From an optimization exercise on the open Yosys and OpenROAD flow, aimed at small area, a short achievable clock period and few clock cycles; shortcuts taken in it are not production practice. Function was checked by simulation only, so behaviour that the tests miss may differ from the original. Power and IR drop assume default switching activity.

v39:
==> flow/design.v <==
module layer1(
input clk,
input reset_n,
input waitrequest,
input readdatavalid,
input [15:0] readdata,
output chipselect,
output [1:0] byteenable,
output reg read_n,
output reg write_n,
output reg [15:0] writedata,
output reg [31:0] address,
input ready,
output reg done
);
	localparam K  = 8;           
	localparam KW = 3;           
	localparam M  = 7;           
	localparam MW = 3;           
	localparam [10:0] IC0   = 11'd992;    
	localparam [10:0] ICEND = 11'd1776;   
	localparam [6:0]  Q0    = 7'd40;      
	localparam [6:0]  QEND  = 7'd65;      
	localparam [17:0] WB0   = 18'd400;    
	localparam [17:0] ROW   = 18'd784;    
	assign chipselect = 1'b1;
	assign byteenable = 2'b11;
	reg run;                  
	reg fin;                  
	reg clr;                  
	reg wph;                  
	reg rq_img, rq_wt, rq_wr;
	wire active = rq_img | rq_wt | rq_wr;
	wire acc_ok = active & ~waitrequest;
	reg [10:0] ic;            
	reg [6:0]  q;             
	reg [17:0] wb;            
	reg [KW-1:0] kk;          
	reg [MW-1:0] ahead;       
	reg [MW-1:0] avail;       
	reg [M-1:0]  mk;
	wire [M+1:0] mkx = {mk, 2'b00};
	wire mk_cur  = mkx[avail + 1];
	wire mk_nxt  = mkx[avail];
	reg [7:0] tg;
	reg [3:0] nq;             
	wire [8:0] tgx = {tg, 1'b0};
	reg [15:0] acc [0:K-1];
	wire last_k = &kk;
	wire zc   = (avail != 0) & ~mk_cur;
	wire bc   = rq_wt & last_k & acc_ok;
	wire cons = zc | bc;
	wire rtg      = tgx[nq];
	wire img_resp = readdatavalid & rtg;
	wire wt_resp  = readdatavalid & ~rtg;
	wire nz = |readdata;
	wire av1      = (avail != 0);
	wire av2      = (avail > 1);
	wire cons_pre = rq_wt ? last_k : (av1 & ~mk_cur);
	wire nxt_nz   = av2 & mk_nxt;
	wire nxt_wt   = rq_wt ? (~last_k | nxt_nz) : (av1 & (mk_cur | nxt_nz));
	wire ic_end   = rq_img ? (ic == ICEND - 1) : (ic == ICEND);
	wire ahead_ok = (rq_img & ~cons_pre) ? (ahead < M - 1) :
	                (~rq_img & cons_pre) ? 1'b1 : (ahead < M);
	wire nxt_img  = ~nxt_wt & ~ic_end & ahead_ok;
	wire slot = ~active | ~waitrequest;
	wire pass_end = run & ~wph & ~active & (ic == ICEND) & (ahead == 0) &
	                (nq == 0);
	reg [17:0] wb_step;
	always @(*) begin
		if (rq_wt & last_k)
			wb_step = 18'd1 - ROW * (K - 1);
		else if (rq_wt | rq_wr)
			wb_step = ROW;
		else
			wb_step = 18'd1;
	end
	wire [17:0] wb_sum = wb + wb_step;
	wire [15:0] acc_sum = acc[0] + readdata;
	wire wb_en = (rq_wt & acc_ok) | (rq_wr & acc_ok & ~last_k) | (~rq_wt & ~rq_wr & zc);
	integer j;
	always @(posedge clk) begin
		if (!reset_n) begin
			run <= 1'b0;
			fin <= 1'b0;
			clr <= 1'b0;
			wph <= 1'b0;
			rq_img <= 1'b0;
			rq_wt <= 1'b0;
			rq_wr <= 1'b0;
		end else if (!run) begin
			if (fin) begin
				if (!ready) fin <= 1'b0;
			end else if (ready) begin
				run <= 1'b1;
				clr <= 1'b1;
				wph <= 1'b0;
			end
		end else begin
			if (clr) begin
				if (last_k) begin
					clr <= 1'b0;
					rq_img <= 1'b1;
				end
			end else if (slot) begin
				if (wph) begin
					if (last_k) begin
						wph <= 1'b0;
						rq_wr <= 1'b0;
						if (q == QEND - 1) begin
							run <= 1'b0;
							fin <= 1'b1;
						end else begin
							rq_img <= 1'b1;
						end
					end
				end else if (pass_end) begin
					wph <= 1'b1;
					rq_wr <= 1'b1;
				end else begin
					rq_wt <= nxt_wt;
					rq_img <= nxt_img;
				end
			end
		end
	end
	always @(posedge clk) begin
		if (!run) begin
			ic <= IC0;
			q <= Q0;
			wb <= WB0;
			kk <= 0;
			ahead <= 0;
			avail <= 0;
			nq <= 0;
		end else begin
			if (rq_img & acc_ok)
				ic <= ic + 1'b1;
			else if (wph & acc_ok & last_k)
				ic <= IC0;
			if (rq_wr & acc_ok & last_k)
				q <= q + 1'b1;
			if (wb_en)
				wb <= wb_sum;
			if (((rq_wt | rq_wr) & acc_ok) | clr)
				kk <= kk + 1'b1;
			ahead <= ahead + (rq_img & acc_ok) - cons;
			avail <= avail + img_resp - cons;
			nq <= nq + ((rq_img | rq_wt) & acc_ok) - readdatavalid;
		end
	end
	always @(posedge clk) begin
		if ((rq_img | rq_wt) & acc_ok)
			tg <= {tg[6:0], rq_img};
		if (img_resp)
			mk <= {mk[M-2:0], nz};
	end
	always @(posedge clk) begin
		if (wt_resp | clr | (rq_wr & acc_ok)) begin
			for (j = 0; j < K - 1; j = j + 1)
				acc[j] <= acc[j + 1];
			acc[K - 1] <= wt_resp ? acc_sum : 16'd0;
		end
	end
	always @(*) begin
		read_n = ~(rq_img | rq_wt);
		write_n = ~rq_wr;
		address = ({32{rq_img}} & {12'd0, 8'h92, ic, 1'b0}) |
		          ({32{rq_wt}}  & {13'd0, wb, 1'b0}) |
		          ({32{rq_wr}}  & {12'd0, 9'hC3, q, kk, 1'b0});
		writedata = acc[0];
		done = fin & ready;
	end
endmodule
clock: 5.0 ns
lec_check: 0
abc_clock_period_in_ps: 2500
cap_margin: 20
core_margin: 2
core_utilization: 40
place_density: 0.6
setup_slack_margin: 2.5
slew_margin: 20
standard.sh (not shown) runs the stock make flow with config.mk's settings and CLKGATE_MAP_FILE= SYNTH_SCRIPT=/design/flow/synth_recipe.tcl, a recipe that flattens the netlist after the stock synthesis.
==> flow/flow/run.sh <==
#!/bin/bash
# Layout: the standard flow (standard.sh, synthesis included, unchanged)
# with two resizer choices changed: ports get buf_4 buffers instead of the
# smallest buffer cell, and timing repair may change a cell's footprint when
# it resizes it. The whole make output goes to flow.log; ORFS keeps each
# step's own log under orfs/logs/.
set -euo pipefail
sed 's|"\${@:-finish}"|BUFFER_PORTS_ARGS="-buffer_cell sky130_fd_sc_hd__buf_4" MATCH_CELL_FOOTPRINT=0 "${@:-finish}"|' standard.sh > standard_mod.sh
grep -q 'MATCH_CELL_FOOTPRINT=0' standard_mod.sh
bash standard_mod.sh > flow.log 2>&1
v39: PASS, flow complete, no timing, DRC or antenna violations
Testbench counts of v39, summed over its fixed seeds: cycles 953,835.
Here is what was changed in the inputs of v59 compared with v39.
- swapping 0.6 for 0.7 in PLACE_DENSITY
- putting CTS_BUF_LIST at sky130_fd_sc_hd__clkbuf_4 sky130_fd_sc_hd__clkbuf_8 where nothing was set
- swapping 20 for 40 in SLEW_MARGIN
- swapping 40 for 55 in CORE_UTILIZATION
### Flow results
- Area: v59 vs v39 -> v59 smaller
- Pin count of the biggest net entering global routing in v59 vs v39: down 30
- Total power divided by cell area in v59 is 20 nW/um2 lower than in v39
#### Input delta (v35 over v59)
- a change of SETUP_SLACK_MARGIN from 2.5 to 2.4
- a change of CORE_UTILIZATION from 55 to 40
- a deleted CTS_BUF_LIST that had been sky130_fd_sc_hd__clkbuf_4 sky130_fd_sc_hd__clkbuf_8
- a change of SLEW_MARGIN from 40 to 20
- a change of PLACE_DENSITY from 0.7 to 0.6
Results
Standard cell core area is lower on v59. Number of iterations in the first detailed-routing pass sits higher in v35 than in v59. Number of multi-input combinational cells in the layout: v35 vs v59, no meaningful difference. Die area (v35 / v59): 1.4. Between v59 and v35, the proportion of cell area occupied by registers is lower for v35. Post-CTS setup repair buffer count: v35 vs v59 down 8. Note that the combinational power recorded for v35 amounts to 0.944 times the value seen in v59. v59 → v35: synthesis-to-finish area growth up 1.0 points, row count up 8, inserted tap cell count up 30%.

## afterwards: timing with drivers on the ports
No port has a modelled driver above. Below, the same layouts with a new extraction and two added sets of constraints. Step 1, drivers: a clkbuf_16 drives clk and a buf_2 each remaining input, both assumed. Step 2 adds t to the input delays and takes it off the output delays; t is the mean of the earliest and latest rising clock arrival at the registers after step 1. Input paths then give back, and output paths get back, about the clock's delay inside the block. Slacks: ideal / step 1 / step 2; pairs: ideal / step 1.
| run | t (ns) | slack for setup (ns) | pins driven straight from the clock port |
|---|---|---|---|
| v39 | 0.470 | 2.473 / 2.432 / 2.053 | 1 |
| v59 | 0.504 | 2.330 / 2.292 / 2.046 | 1 |
| v35 | 0.491 | 2.442 / 2.396 / 2.014 | 1 |
After both steps setup and hold are still met in every run listed. For v35, which loses most, drivers alone change the setup slack by -0.046 ns; drivers and shift together by -0.428 ns.
